What follows belongs to an exercise in optimizing a design on an open flow for small area, a short achievable clock period and few clock cycles per item; a production flow would make more cautious choices. RTL that was checked went through simulation tests only; none was proved equivalent to the original.

== v6 ==
Design geofence, start of the top module:
module geofence ( clk,reset,X,Y,valid,is_inside);
  input clk;
  input reset;
  input [9:0] X;
  input [9:0] Y;
  output reg valid;
  output reg is_inside;
  reg  [4:0]  cnt;
  reg  [9:0]  px, py;                   
  reg  [9:0]  rx, ry;                   
  reg  [10:0] v0x, v0y;                 
  reg  [10:0] max_, may, mbx, mby, mcx, mcy;   
  reg  [10:0] uax, uay, ubx, uby;       
  reg  [10:0] vqx, vqy;                 
  reg  [10:0] ax, ay, bx, by;           
  reg         has_a, has_b, hit;
  reg         g3, g4, g5, gop;          
  reg         ok_ab, ok_5, fast;       
  wire [10:0] dx1 = {1'b0, rx} - {1'b0, px};
  wire [10:0] dy1 = {1'b0, ry} - {1'b0, py};
  wire [9:0]  dx2 = px - rx;
  wire [9:0]  dy2 = py - ry;
  wire [10:0] vx = {dx1[10], dx1[10] ? dx2 : dx1[9:0]};
  wire [10:0] vy = {dy1[10], dy1[10] ? dy2 : dy1[9:0]};
  wire neg;
  xsm u (.clk(clk), .ax(uax), .ay(uay), .bx(ubx), .by(uby), .neg(neg));
  wire r_init = (cnt == 5'd5);          
  wire r_cmp  = (cnt == 5'd8) | (cnt == 5'd10) | (cnt == 5'd12);
  wire repl = r_cmp & (neg | (gop ? ~has_b : ~has_a));    
  wire set_a = (r_init & ~neg) | (repl & ~gop);
  wire set_b = (r_init & neg) | (repl & gop);
  reg  [10:0] ua_ex, ua_ey, ub_ex, ub_ey, vq_ex, vq_ey;
  reg         ta, tb;                   
  always @(*) begin
    ua_ex = vx; ua_ey = vy; ub_ex = v0x; ub_ey = v0y; vq_ex = vqx; vq_ey = vqy;
    ta = 1'b0; tb = 1'b0;
    case (cnt)
      5'd3:  begin vq_ex = vx; vq_ey = vy; end                           
  ...
Size: ~320 flip-flops, roughly 24 I/O pins, ~19000 µm² of cells after synthesis.
==> module geofence, before the edit <==
module geofence ( clk,reset,X,Y,valid,is_inside);
  input clk;
  input reset;
  input [9:0] X;
  input [9:0] Y;
  output reg valid;
  output reg is_inside;
  reg  [4:0]  cnt;
  reg  [9:0]  px, py;                   
  reg  [9:0]  rx, ry;                   
  reg  [10:0] v0x, v0y;                 
  reg  [10:0] max_, may, mbx, mby, mcx, mcy;   
  reg  [10:0] uax, uay, ubx, uby;       
  reg  [10:0] vqx, vqy;                 
  reg  [10:0] ax, ay, bx, by;           
  reg         has_a, has_b, hit;
  reg         g3, g4, g5, gop;          
  reg         ok_ab, ok_5, fast;       
  wire [10:0] dx1 = {1'b0, rx} - {1'b0, px};
  wire [10:0] dy1 = {1'b0, ry} - {1'b0, py};
  wire [9:0]  dx2 = px - rx;
  wire [9:0]  dy2 = py - ry;
  wire [10:0] vx = {dx1[10], dx1[10] ? dx2 : dx1[9:0]};
  wire [10:0] vy = {dy1[10], dy1[10] ? dy2 : dy1[9:0]};
  wire neg;
  xsm u (.clk(clk), .ax(uax), .ay(uay), .bx(ubx), .by(uby), .neg(neg));
  wire r_init = (cnt == 5'd5);          
  wire r_cmp  = (cnt == 5'd8) | (cnt == 5'd10) | (cnt == 5'd12);
  wire repl = r_cmp & (neg | (gop ? ~has_b : ~has_a));    
  wire set_a = (r_init & ~neg) | (repl & ~gop);
  wire set_b = (r_init & neg) | (repl & gop);
  reg  [10:0] ua_ex, ua_ey, ub_ex, ub_ey, vq_ex, vq_ey;
  reg         ta, tb;                   
  always @(*) begin
    ua_ex = vx; ua_ey = vy; ub_ex = v0x; ub_ey = v0y; vq_ex = vqx; vq_ey = vqy;
    ta = 1'b0; tb = 1'b0;
    case (cnt)
      5'd3:  begin vq_ex = vx; vq_ey = vy; end                           
      5'd6:  begin ua_ex = ax; ua_ey = ay; ub_ex = max_; ub_ey = may;    
                   vq_ex = max_; vq_ey = may; end
      5'd7:  begin ua_ex = mcx; ua_ey = mcy; end                         
      5'd8:  begin vq_ex = mbx; vq_ey = mby;                             
                   if (g3) begin ua_ex = mbx; ua_ey = mby; ub_ex = bx; ub_ey = by; tb = gop; end
                   else    begin ua_ex = ax; ua_ey = ay; ub_ex = mbx; ub_ey = mby; ta = ~gop; end
             end
      5'd9:  begin ua_ex = max_; ua_ey = may; end                        
      5'd10: begin vq_ex = mcx; vq_ey = mcy;                             
                   if (g4) begin ua_ex = mcx; ua_ey = mcy; ub_ex = bx; ub_ey = by; tb = gop; end
                   else    begin ua_ex = ax; ua_ey = ay; ub_ex = mcx; ub_ey = mcy; ta = ~gop; end
             end
      5'd11: begin ua_ex = bx; ua_ey = by; ub_ex = max_; ub_ey = may; end   
      5'd12: begin ua_ex = bx; ua_ey = by; ub_ex = ax; ub_ey = ay;       
                   ta = gop; tb = ~gop; end
      5'd13: begin if (g5) begin ua_ex = max_; ua_ey = may; ub_ex = ax; ub_ey = ay; end
                   else    begin ua_ex = bx; ua_ey = by; ub_ex = max_; ub_ey = may; end
             end
      default: ;
    endcase
  end
  wire r6 = (cnt == 5'd6) & neg;        
  wire r11 = (cnt == 5'd11) & neg;      
  wire take_a = repl & ta;
  wire take_b = repl & tb;
  wire [10:0] uax_n = take_a ? vqx : ((r6 | r11) ? max_ : ua_ex);
  wire [10:0] uay_n = take_a ? vqy : ((r6 | r11) ? may : ua_ey);
  wire [10:0] ubx_n = take_b ? vqx : (r6 ? bx : r11 ? ax : ub_ex);
  wire [10:0] uby_n = take_b ? vqy : (r6 ? by : r11 ? ay : ub_ey);
  wire gop_n = (cnt == 5'd6) ? neg : (cnt == 5'd8) ? g3 : (cnt == 5'd10) ? g4 : gop;
  wire has_o = g5 ? has_a : has_b;
  wire res = has_o & (hit | (fast ? (ok_5 | (has_a & has_b & ~neg)) : (ok_ab | ~neg)));
  wire fin = fast ? (cnt == 5'd14) : (cnt == 5'd15);
  always @(posedge clk or posedge reset) begin
    if (reset) begin
      cnt <= 5'd0;
    end else begin
      cnt <= (cnt == 5'd16 || (fast && cnt == 5'd15)) ? 5'd0 : cnt + 5'd1;
    end
  end
  always @(posedge clk) begin
    valid <= fin;
    is_inside <= res;
    rx <= X; ry <= Y;
    if (cnt == 5'd0) begin px <= X; py <= Y; end
    if (cnt == 5'd2) begin v0x <= vx; v0y <= vy; end
    if (cnt == 5'd4 || cnt == 5'd7) begin max_ <= vx; may <= vy; end    
    if (cnt == 5'd5) begin mbx <= vx; mby <= vy; end                    
    if (cnt == 5'd6) begin mcx <= vx; mcy <= vy; end                    
    uax <= uax_n; uay <= uay_n; ubx <= ubx_n; uby <= uby_n;
    vqx <= vq_ex; vqy <= vq_ey;
    gop <= gop_n;
    if (set_a) begin ax <= vqx; ay <= vqy; end
    if (set_b) begin bx <= vqx; by <= vqy; end
    if (r_init) begin has_a <= ~neg; has_b <= neg; end
    else if (repl) begin if (gop) has_b <= 1'b1; else has_a <= 1'b1; end
    if (cnt == 5'd7) g3 <= neg;
    if (cnt == 5'd9) g4 <= neg;
    if (cnt == 5'd11) begin g5 <= neg; fast <= (neg == g4); end
    if (cnt == 5'd13) ok_5 <= ~neg;
    if (cnt == 5'd14) ok_ab <= has_a & has_b & ~neg;
    if (cnt == 5'd2) hit <= 1'b0;
    else if (cnt >= 5'd3 && cnt <= 5'd7 && rx == px && ry == py) hit <= 1'b1;
  end
endmodule
export LEC_CHECK = 0
export CAP_MARGIN = 20
export CORE_MARGIN = 2
export CORE_UTILIZATION = 70
export SLEW_MARGIN = 20
export SYNTH_HIERARCHICAL = 1
export SYNTH_MINIMUM_KEEP_SIZE = 0
create_clock -name core_clock -period 12.0 [get_ports {clk}]
standard.sh (not shown) runs the stock make flow with config.mk's settings and CLKGATE_MAP_FILE= SYNTH_SCRIPT=/design/flow/synth_recipe.tcl, a recipe that flattens the netlist after the stock synthesis.
==> flow/flow/run.sh <==
#!/bin/bash
set -euo pipefail
bash standard.sh SETUP_SLACK_MARGIN=8.5 finish > standard.log 2>&1
Testbench counts of v6, summed over its fixed seeds: cycles 15,753, items 960.
Here is what was changed in the inputs of v7 compared with v6.
-- flow/design.v --
<<< v6, line 16
  reg         has_a, has_b, hit;
  reg         g3, g4, g5, gop;          
  reg         ok_ab, ok_5, fast;       
  wire [10:0] dx1 = {1'b0, rx} - {1'b0, px};
  wire [10:0] dy1 = {1'b0, ry} - {1'b0, py};
>>> v7, line 16
  reg         has_a, has_b, hit;
  reg         g3, g4, g5, gop;          
  reg         ok_ab;
  wire [10:0] dx1 = {1'b0, rx} - {1'b0, px};
  wire [10:0] dy1 = {1'b0, ry} - {1'b0, py};
<<< v6, line 49
                   else    begin ua_ex = ax; ua_ey = ay; ub_ex = mcx; ub_ey = mcy; ta = ~gop; end
             end
      5'd11: begin ua_ex = bx; ua_ey = by; ub_ex = max_; ub_ey = may; end   
      5'd12: begin ua_ex = bx; ua_ey = by; ub_ex = ax; ub_ey = ay;       
                   ta = gop; tb = ~gop; end
>>> v7, line 49
                   else    begin ua_ex = ax; ua_ey = ay; ub_ex = mcx; ub_ey = mcy; ta = ~gop; end
             end
      5'd12: begin ua_ex = bx; ua_ey = by; ub_ex = ax; ub_ey = ay;       
                   ta = gop; tb = ~gop; end
<<< v6, line 59
  end
  wire r6 = (cnt == 5'd6) & neg;        
  wire r11 = (cnt == 5'd11) & neg;      
  wire take_a = repl & ta;
  wire take_b = repl & tb;
  wire [10:0] uax_n = take_a ? vqx : ((r6 | r11) ? max_ : ua_ex);
  wire [10:0] uay_n = take_a ? vqy : ((r6 | r11) ? may : ua_ey);
  wire [10:0] ubx_n = take_b ? vqx : (r6 ? bx : r11 ? ax : ub_ex);
  wire [10:0] uby_n = take_b ? vqy : (r6 ? by : r11 ? ay : ub_ey);
  wire gop_n = (cnt == 5'd6) ? neg : (cnt == 5'd8) ? g3 : (cnt == 5'd10) ? g4 : gop;
  wire has_o = g5 ? has_a : has_b;
  wire res = has_o & (hit | (fast ? (ok_5 | (has_a & has_b & ~neg)) : (ok_ab | ~neg)));
  wire fin = fast ? (cnt == 5'd14) : (cnt == 5'd15);
  always @(posedge clk or posedge reset) begin
    if (reset) begin
      cnt <= 5'd0;
    end else begin
      cnt <= (cnt == 5'd16 || (fast && cnt == 5'd15)) ? 5'd0 : cnt + 5'd1;
    end
  end
  always @(posedge clk) begin
    valid <= fin;
    is_inside <= res;
    rx <= X; ry <= Y;
>>> v7, line 58
  end
  wire r6 = (cnt == 5'd6) & neg;        
  wire take_a = repl & ta;
  wire take_b = repl & tb;
  wire [10:0] uax_n = take_a ? vqx : (r6 ? max_ : ua_ex);
  wire [10:0] uay_n = take_a ? vqy : (r6 ? may : ua_ey);
  wire [10:0] ubx_n = take_b ? vqx : (r6 ? bx : ub_ex);
  wire [10:0] uby_n = take_b ? vqy : (r6 ? by : ub_ey);
  wire gop_n = (cnt == 5'd6) ? neg : (cnt == 5'd8) ? g3 : (cnt == 5'd10) ? g4 : gop;
  wire has_o = g5 ? has_a : has_b;
  wire res = has_o & (hit | ok_ab | ~neg);
  always @(posedge clk or posedge reset) begin
    if (reset) begin
      cnt <= 5'd0;
    end else begin
      cnt <= (cnt == 5'd16) ? 5'd0 : cnt + 5'd1;
    end
  end
  always @(posedge clk) begin
    valid <= (cnt == 5'd15);
    is_inside <= res;
    rx <= X; ry <= Y;
<<< v6, line 95
    if (cnt == 5'd7) g3 <= neg;
    if (cnt == 5'd9) g4 <= neg;
    if (cnt == 5'd11) begin g5 <= neg; fast <= (neg == g4); end
    if (cnt == 5'd13) ok_5 <= ~neg;
    if (cnt == 5'd14) ok_ab <= has_a & has_b & ~neg;
    if (cnt == 5'd2) hit <= 1'b0;
>>> v7, line 92
    if (cnt == 5'd7) g3 <= neg;
    if (cnt == 5'd9) g4 <= neg;
    if (cnt == 5'd11) g5 <= neg;
    if (cnt == 5'd14) ok_ab <= has_a & has_b & ~neg;
    if (cnt == 5'd2) hit <= 1'b0;
Results
- Compared with v6, in v7 sequential cell count of the final layout went down by 0.63%; placed wire-length estimate after detailed placement went up by 1.0%; post-cts resize count went down by 5; clock-buffer cell count went up by 5.
- Setup slack: v7 more than v6
- Looking at fraction of the cycle the final worst path needs across v6 and v7, the one that comes out higher is v6.
- v6 and v7 ended up with roughly the same cell area.
- v6 and v7 ended up with nearly the same fraction of synthesized cell area in xor and xnor cells.
No functional check of the RTL was part of v7.

-- static timing again, ports no longer ideal --
No port has a modelled driver above. Below, the same layouts with a new extraction and two added sets of constraints. Step 1: set_driving_cell puts a clkbuf_16 on clk and a buf_2 on each other input, an assumption about the parent block. Step 2 also shifts input and output timing later by t, the mid clock arrival at the registers, as if the neighbouring blocks saw the same clock. Three values: ideal ports, drivers, drivers and shift; two values: the first two.
run | shift t [ns] | setup slack, ns | worst setup path at the end
v6 | 0.570 | 8.407 / 8.407 / 8.407 | register to register
v7 | 0.565 | 8.441 / 8.441 / 8.441 | register to register
After both steps every run listed still meets setup and hold.
